From an optimization exercise on the open Yosys and OpenROAD flow, aimed at small area, a short achievable clock period and few clock cycles; shortcuts taken in it are not production practice. The RTL was checked by simulation tests, not by an equivalence proof against the original design. Power and IR drop assume default switching activity.

===== design/flow/run.sh =====
#!/bin/bash
# synth_recipe.tcl (not shown) runs the flow's synth.tcl, then flattens the netlist and writes it again
# the make line also repeats each setting of config.mk as NAME=value (left out here)
make -C /OpenROAD-flow-scripts/flow DESIGN_CONFIG=/design/flow/config.mk WORK_HOME=/design/flow/orfs CLKGATE_MAP_FILE= SYNTH_SCRIPT=/design/flow/synth_recipe.tcl finish

===== design/flow/config.mk =====
export PLATFORM = sky130hd
export DESIGN_NAME = processor
export DESIGN_NICKNAME = processor
export VERILOG_FILES = /design/flow/design.v
export SDC_FILE = /design/flow/constraint.sdc
export NUM_CORES = 8
export LEC_CHECK = 0
export CAP_MARGIN = 40
export CORE_MARGIN = 2
export CORE_UTILIZATION = 40
export SLEW_MARGIN = 40

===== design/flow/constraint.sdc =====
create_clock -name core_clock -period 32.0 [get_ports {clk}]
set_input_delay 6.4000 -clock core_clock [delete_from_list [all_inputs] [get_ports {clk}]]
set_output_delay 6.4000 -clock core_clock [all_outputs]
set_load 0.01 [all_outputs]

===== design/flow/design.v =====
module processor (clk,rst,imem_addr,imem_data,dmem_addr,dmem_wdata,dmem_we,dmem_re,dmem_rdata,stat);
    input clk;
    input rst;                   
    output [7:0] imem_addr;
    input [79:0] imem_data;
    output [7:0] dmem_addr;
    output [63:0] dmem_wdata;
    output dmem_we;
    output dmem_re;
    input [63:0] dmem_rdata;
    output [3:0] stat;           
    localparam [3:0] S_AOK = 4'b1000, S_HLT = 4'b0100, S_ADR = 4'b0010, S_INS = 4'b0001;
    integer i;
    reg [7:0]  pc;
    reg        pc_bad;
    reg        x_live;           
    reg [3:0]  x_stat;           
    reg        x_cmov, x_rm, x_mr, x_opq, x_call, x_ret, x_push, x_pop;
    reg        x_sub, x_and, x_xor;
    reg [3:0]  x_fn;
    reg [3:0]  x_dst;
    reg        x_wmem;           
    reg [63:0] x_valA;           
    reg [63:0] x_valB;           
    reg [63:0] x_valY;           
    reg        cc_zf, cc_lt;     
    reg        stopped;
    reg [3:0]  stop_stat;
    reg [63:0] rf [0:14];
    function cond(input [3:0] fn, input zf, input lt);
        case (fn)
            4'h0: cond = 1'b1;
            4'h1: cond = lt | zf;
            4'h2: cond = lt;
            4'h3: cond = zf;
            4'h4: cond = ~zf;
            4'h5: cond = ~lt;
            4'h6: cond = ~lt & ~zf;
            default: cond = 1'b0;
        endcase
    endfunction
    wire [63:0] sum = x_valB + x_valY + {63'd0, x_sub};
    wire [63:0] pp = x_valB ^ x_valY;
    wire [63:0] gg = x_valB & x_valY;
    wire [63:0] oo = x_valB | x_valY;
    wire [63:0] valE = x_and ? gg : x_xor ? pp : sum;
    wire zf_sum = (pp == {oo[62:0], x_sub});
    wire e_zf = x_and ? (gg == 64'd0) : x_xor ? (pp == 64'd0) : zf_sum;
    wire n63 = x_sub ? (x_valY[63] ^ (&x_valY[62:0])) : x_valY[63];
    wire e_lt = x_and ? gg[63] : x_xor ? pp[63] : ((n63 == x_valB[63]) ? x_valB[63] : sum[63]);
    wire [8:0]  lo_sum = {1'b0, x_valB[7:0]} + {1'b0, x_valY[7:0]};
    wire        sum_ok = (pp[8] == lo_sum[8]) & (pp[63:9] == oo[62:8]);
    wire        x_addr_rsp = x_pop | x_ret;
    wire        x_memop = x_rm | x_mr | x_call | x_ret | x_push | x_pop;
    wire        addr_ok = x_addr_rsp ? (x_valB[63:8] == 56'd0) : sum_ok;
    wire        mem_bad = x_memop & ~addr_ok;
    wire x_go = x_live & ~stopped & (x_stat == S_AOK);
    assign dmem_addr  = x_addr_rsp ? x_valB[7:0] : lo_sum[7:0];
    assign dmem_wdata = x_valA;
    assign dmem_we    = x_go & (x_rm | x_push | x_call) & addr_ok;
    assign dmem_re    = x_mr | x_pop | x_ret;
    wire [63:0] wval = x_wmem ? dmem_rdata : valE;
    wire        w1 = x_go & (x_dst != 4'hF) & (~x_cmov | cond(x_fn, cc_zf, cc_lt));
    wire        w2 = x_go & x_pop;                   
    wire        we1 = w1 & ~mem_bad;
    wire        we2 = w2 & ~mem_bad;
    function [63:0] rf_init(input integer k);
        case (k)
            1: rf_init = 64'd1;   2: rf_init = 64'd2;   3: rf_init = 64'd3;
            4: rf_init = 64'd14;  7: rf_init = 64'd18;  8: rf_init = 64'd30;
            9: rf_init = 64'd20;  10: rf_init = 64'd22; 13: rf_init = 64'd1;
            14: rf_init = 64'd10;
            default: rf_init = 64'd0;
        endcase
    endfunction
    wire [63:0] wd0 = wval & {64{~rst}};
    wire [63:0] wd1 = wval | {64{rst}};
    wire [63:0] wr4 = valE & {64{~rst}};
    always @(posedge clk) begin
        for (i = 0; i < 15; i = i + 1) begin
            if (rst || (we1 && x_dst == i))
                rf[i] <= (rf_init(i) & wd1) | (~rf_init(i) & wd0);
            else if (i == 4 && we2)
                rf[i] <= wr4;
        end
    end
    always @(posedge clk) begin
        if (rst) begin
            cc_zf <= 1'b0;
            cc_lt <= 1'b0;
        end else if (x_go & x_opq) begin
            cc_zf <= e_zf;
            cc_lt <= e_lt;
        end
    end
    always @(posedge clk) begin
        if (rst) begin
            stopped <= 1'b0;
            stop_stat <= S_AOK;
        end else if (x_live & ~stopped & ((x_stat != S_AOK) | mem_bad)) begin
            stopped <= 1'b1;
            stop_stat <= (x_stat != S_AOK) ? x_stat : S_ADR;
        end
    end
    assign stat = stopped ? stop_stat : (x_live ? x_stat : S_AOK);
    assign imem_addr = pc;
    wire [3:0]  f_icode = imem_data[79:76];
    wire [3:0]  f_ifun  = imem_data[75:72];
    wire [3:0]  f_rA    = imem_data[71:68];
    wire [3:0]  f_rB    = imem_data[67:64];
    wire [63:0] f_valC  = imem_data[63:0];
    wire [63:0] f_dest  = imem_data[71:8];
    wire f_ok = ~pc_bad & (f_icode != 4'h0) & (f_icode < 4'hC);
    wire [3:0] f_stat = pc_bad ? S_ADR : (f_icode >= 4'hC) ? S_INS :
                        (f_icode == 4'h0) ? S_HLT : S_AOK;
    wire f_cmov = f_icode == 4'h2;
    wire f_opq  = f_icode == 4'h6;
    wire f_call = f_icode == 4'h8;
    wire f_usesB = (f_icode == 4'h4) | (f_icode == 4'h5) | f_opq;
    wire f_stack = f_call | (f_icode == 4'h9) | (f_icode == 4'hA) | (f_icode == 4'hB);
    wire f_down  = f_call | (f_icode == 4'hA);
    wire f_sub   = f_opq & (f_ifun[1:0] == 2'd1);
    reg [63:0] rdA, rdB;
    always @(*) begin
        rdA = 64'd0;
        rdB = 64'd0;
        for (i = 0; i < 15; i = i + 1) begin
            rdA = rdA | ({64{f_rA == i}} & rf[i]);
            rdB = rdB | ({64{f_rB == i}} & rf[i]);
        end
    end
    wire [63:0] fwdA = (w1 & (f_rA == x_dst)) ? wval : (w2 & (f_rA == 4'd4)) ? valE : rdA;
    wire [63:0] fwdB = (w1 & (f_rB == x_dst)) ? wval : (w2 & (f_rB == 4'd4)) ? valE : rdB;
    wire [63:0] fwdS = (w1 & (x_dst == 4'd4)) ? wval : w2 ? valE : rf[4];
    wire nz = (x_live & x_opq) ? e_zf : cc_zf;
    wire nl = (x_live & x_opq) ? e_lt : cc_lt;
    wire f_taken = f_call | ((f_icode == 4'h7) & cond(f_ifun, nz, nl));
    wire [8:0] pc1  = {1'b0, pc} + 9'd1;
    wire [8:0] pc2  = {1'b0, pc} + 9'd2;
    wire [8:0] pc9  = {1'b0, pc} + 9'd9;
    wire [8:0] pc10 = {1'b0, pc} + 9'd10;
    reg  [8:0] f_valP;
    always @(*) begin
        case (f_icode)
            4'h2, 4'h6, 4'hA, 4'hB: f_valP = pc2;
            4'h3, 4'h4, 4'h5: f_valP = pc10;
            4'h7, 4'h8: f_valP = pc9;
            default: f_valP = pc1;
        endcase
    end
    always @(posedge clk) begin
        if (rst) begin
            pc <= 8'd0;
            pc_bad <= 1'b0;
        end else if (x_live & x_ret) begin
            pc <= dmem_rdata[7:0];
            pc_bad <= (dmem_rdata[63:8] != 56'd0);
        end else if (f_taken) begin
            pc <= f_dest[7:0];
            pc_bad <= (f_dest[63:8] != 56'd0);
        end else begin
            pc <= f_valP[7:0];
            pc_bad <= f_valP[8];
        end
    end
    always @(posedge clk) begin
        if (rst)
            x_live <= 1'b0;
        else
            x_live <= ~(x_live & x_ret);
    end
    always @(posedge clk) begin
        x_stat  <= f_stat;
        x_cmov  <= f_ok & f_cmov;
        x_rm    <= f_ok & (f_icode == 4'h4);
        x_mr    <= f_ok & (f_icode == 4'h5);
        x_opq   <= f_ok & f_opq;
        x_call  <= f_ok & f_call;
        x_ret   <= f_ok & (f_icode == 4'h9);
        x_push  <= f_ok & (f_icode == 4'hA);
        x_pop   <= f_ok & (f_icode == 4'hB);
        x_sub   <= f_sub;
        x_and   <= f_opq & (f_ifun[1:0] == 2'd2);
        x_xor   <= f_opq & (f_ifun[1:0] == 2'd3);
        x_fn    <= f_ifun;
        case (f_icode)
            4'h2, 4'h3, 4'h6: x_dst <= f_rB;
            4'h5, 4'hB:       x_dst <= f_rA;
            4'h8, 4'h9, 4'hA: x_dst <= 4'd4;
            default:          x_dst <= 4'hF;
        endcase
        x_wmem <= (f_icode == 4'h5) | (f_icode == 4'hB);
        x_valA <= f_call ? {55'd0, f_valP} : fwdA;
        x_valB <= f_stack ? fwdS : f_usesB ? fwdB : 64'd0;
        x_valY <= (f_opq | f_cmov) ? (fwdA ^ {64{f_sub}}) :
                  f_down ? 64'hFFFF_FFFF_FFFF_FFF8 :
                  f_stack ? 64'd8 : f_valC;
    end
endmodule

==> flow_metrics.py <==
metrics = {
    "timing": {
        "setup_ws_ps": 20150,
        "period_needed_ps": 11850,
        "fin_crit_sh_pct": 37.0,
        "slew_viol_final": 0,
        "hold_violations": 0,
        "tightest_slew_ps": 1030,
        "setup_viol": 0,
        "fin_setup_tns_ps": 0,
        "relSlewSlack_pct": 30.8,
        "max_freq_ghz": 0.0844,
        "finalClockSkew_ps": 30.0,
        "rsz0062_at_grt": "no",
    },
    "clock_network": {
        "cts.sinks": 1193,
        "cts_resized": 0,
        "htree_num_levels": 3,
        "holdBufCountCts": 0,
        "postCtsSetupBuffers": 0,
        "clockBufferDepth": 3,
        "clk_pin_slew_ps": 60,
        "cts_tree": "yes",
        "clkLatencyLatePin_ps": 770,
        "cts_root_buf": "clkbuf_16",
        "cts_buffers": 121,
    },
    "grt": {
        "grt_pass1_vias": 51900,
        "grt_use_total_pct": 39.6,
        "grt_antenna_before_repair": 17,
        "overflow": 0,
        "grt_max_degree": 66,
        "grt_pass1_wl_um": 436000,
    },
    "placed_design": {
        "dp_slack_ps": 20930,
        "portBuffers": 231,
        "dpl.hpwl_um": 218000,
        "gp_congestion": 1.09,
    },
    "yosys": {
        "synthTopCellsByCount": "960 x edfxtp_1, 549 x a22oi_1, 423 x nor2_1",
        "syn_area_um2": 61700,
        "postSynth.asyncResetShare_pct": 0,
        "yosys.cell_types.count": 92,
        "synth_compound_area_share_pct": 23.1,
        "netlist.top_cell.by_area": "edfxtp_1",
        "synth_cells": 5694,
        "synthAdderAreaFrac_pct": 2.75,
        "ys.flop_type": "edfxtp_1",
        "muxShareOfSynthArea_pct": 2.07,
        "synthSimpleGateAreaFrac_pct": 11.8,
        "synth_edf_count": 960,
        "ys_seq_area_share_pct": 54.2,
        "synth_top_family_by_area": "compound AO/OA/AOI/OAI gates",
        "syn-num-nets": 5974,
        "synth_area_leaders": "edfxtp_1 47%, dfxtp_1 7.6%, a22oi_1 6.7%",
        "ys_warn_count": 2,
        "synth-xor-area-share_pct": 2.17,
        "netlist.area_leader.share_pct": 46.7,
        "synth_area_per_cell_um2": 10.8,
        "ys_seq_elements": 1193,
        "synth_most_common_cell": "edfxtp_1",
    },
    "critical_path": {
        "r2r_cells": 14,
        "crit_family": "compound AO/OA/AOI/OAI gates",
        "r2r_slack_ps": 25230,
        "cpPeakStageDelay_ps": 740,
        "crit_arrival_ps": 5450,
        "end_kind": "output pin",
        "cp-start-kind": "flop",
        "required_ps": 25600,
        "path_cells": "ha_1 > inv_1 > fa_1 > nor2b_1 > o21ai_0 > a21boi_0 > o21ai_0 > a21boi_0 > o21ai_0 > a21boi_0 > nor2_1 > o31ai_1 > and3_1 > clkdlybuf4s50_1",
        "worst-setup-path-type": "flop to output pin",
        "rr_startpoint": "x_valY[2]",
        "regToRegEndpoint": "rf[7][45]",
        "crit_slowest_cell": "dfxtp_1",
        "cp_num_buf_inv": 2,
        "critical_path.max_fanout": 4,
    },
    "worst_hold_path": {
        "min_from": "stop_stat[3]",
        "hold-path-endpoint": "stop_stat[3]",
        "hold_class": "flop to flop",
        "whs_path_depth": 2,
    },
    "floorplanning": {
        "fp-row-count": 144,
        "dieArea_um2": 158000,
        "design.core.area_um2": 154000,
        "die_y_um": 397,
        "fp.dieW_um": 397,
        "initial_core_util_pct": 40.2,
        "design.portCount": 232,
    },
    "detailed_routing": {
        "drt_first_pass_iters": 13,
        "dr.first_iter.drc_count": 11600,
        "drc": 0,
        "wl_um": 323000,
        "ant_nets": 0,
        "wire_per_inst_um": 40.9,
        "vias_per_cell": 7.15,
        "vias": 56600,
    },
    "final_layout": {
        "area_growth_pct": 15.4,
        "drive_gt1_share_pct": 9.98,
        "fin_nets": 6054,
    },
    "outcome": {
        "status": "complete, no violations",
    },
    "job": {
        "maxCapViolations": 0,
    },
    "pwr": {
        "vdd_drop_max_uv": 50.4,
        "power_leakage_uw": 0.0247,
        "power_per_cell_area_nw_per_um2": 66.9,
    },
}
layout make-up:
class | instances | area [um^2]
Clock inverter | 67 | 683
Antenna cell | 3 | 7.51
Clock buffer | 152 | 3290
Tap cell | 2044 | 2560
Inverter | 172 | 647
Timing Repair Buffer | 417 | 3900
Sequential cell | 1193 | 33500
Multi-Input combinational cell | 3869 | 26700
Fill cell | 14100 | 82400
kinds of logic (layout without fill, tap and decap cells):
logic type                 Yosys count  count (layout)
other                                0               3
xor gates and xnor gates           153             153
buffers and inverters              632             808
adders and majority gates          134             134
and+or+nand+nor                   1484            1484
DFF                               1193            1193
AOI/OAI and AO/OA                 1973            1973
muxes                              125             125
report_power, final:
group / total [uW] / internal (uW) / switching, uW
clock: 1450 / 816 / 637
combinational: 1170 / 342 / 825
sequential: 2150 / 1970 / 178
total: 4770 / 3130 / 1640
metrics by stage:
step	instances	hold slack (ps)	total power, uW	utilization [%]	area [um^2]
finish	7917	478	4770	46.4	71300
global route	7914	507	4860	46.4	71300
CTS	7910	480	4680	46.2	71000
detailed placement	7691	472	3260	43.6	67100
global placement	7688	464	3250	43.5	66800
floorplan	5694	329	2660	-	61700
placed cells by master, fill, tap and decap left out, drive strengths merged, types with 116 or more instances in the layout:
cell and n:
edfxtp 960, a22oi 549, nor2 424, a21oi 311, nand2 307, o21ai 237
dfxtp 233, clkdlybuf4s50 230, buf 186, inv 179, nand4 153, clkbuf 153
a221oi 140, nand3 134, a22o 131, ha 131, nor4 124, a222oi 116
how the worst max path moves through the flow:
| stage | start | end | depth (start not counted) |
|---|---|---|---|
| CTS | x_valY[0] | dmem_we | 14 |
| global placement | x_valY[0] | dmem_we | 14 |
| global route | x_valY[0] | dmem_we | 14 |
| floorplan | x_valB[54] | rf[5][0] | 12 |
| finish | x_valY[0] | dmem_we | 14 |
| detailed placement | imem_data[70] | x_valY[41] | 12 |
sequential cells by signal, summed over array words and instances (netlist names), 4 cells and up:
signal     count
x_dst          4
stop_stat      4
rf           960
x_fn           4
x_valB        64
x_stat         4
x_valA        64
pc             8
x_valY        64
worst reg2reg max path: stages (launching register included):
cell	delay [ps]
dfxtp_1	720
inv_1	100
ha_1	780
nor2_1	120
a211oi_1	780
o21ai_1	490
o32ai_1	420
buf_4	230
and3_1	260
nor3_1	120
o32ai_1	360
xnor2_1	350
o21ai_1	560
mux2i_1	400
nor2_1	770
routing by layer:
| layer | share of wire [%] | vias to the layer above | wire length, um | track usage [%] |
|---|---|---|---|---|
| met3 | 15 | 957 | 48200 | 14.0 |
| met1 | 36 | 27700 | 115000 | 50.4 |
| met4 | 7.4 | 20 | 23900 | 23.7 |
| met5 | 0.092 | - | 297 | 0.739 |
| li1 | - | 22700 | - | - |
| met2 | 42 | 5203 | 136000 | 57.6 |
Testbench counts, summed over its fixed seeds: cycles 36,695.

-- port drivers added, routing unchanged --
No port has a modelled driver above. Below, the same layout with a new extraction and two added sets of constraints. Step 1 assumes that a clkbuf_16 drives the clock port and a buf_2 every other input. Step 2 also shifts input and output timing later by t, the mid clock arrival at the registers, as if the neighbouring blocks saw the same clock. Three values: ideal ports, drivers, drivers and shift; two values: the first two.
t (ns): 0.844
slack for setup (ns): 20.146 / 20.059 / 20.664
pins driven straight from the clock port: 1
After both steps this run still meets setup and hold. The setup slack of this run moves by -0.087 ns with the drivers and by +0.518 ns with both steps.
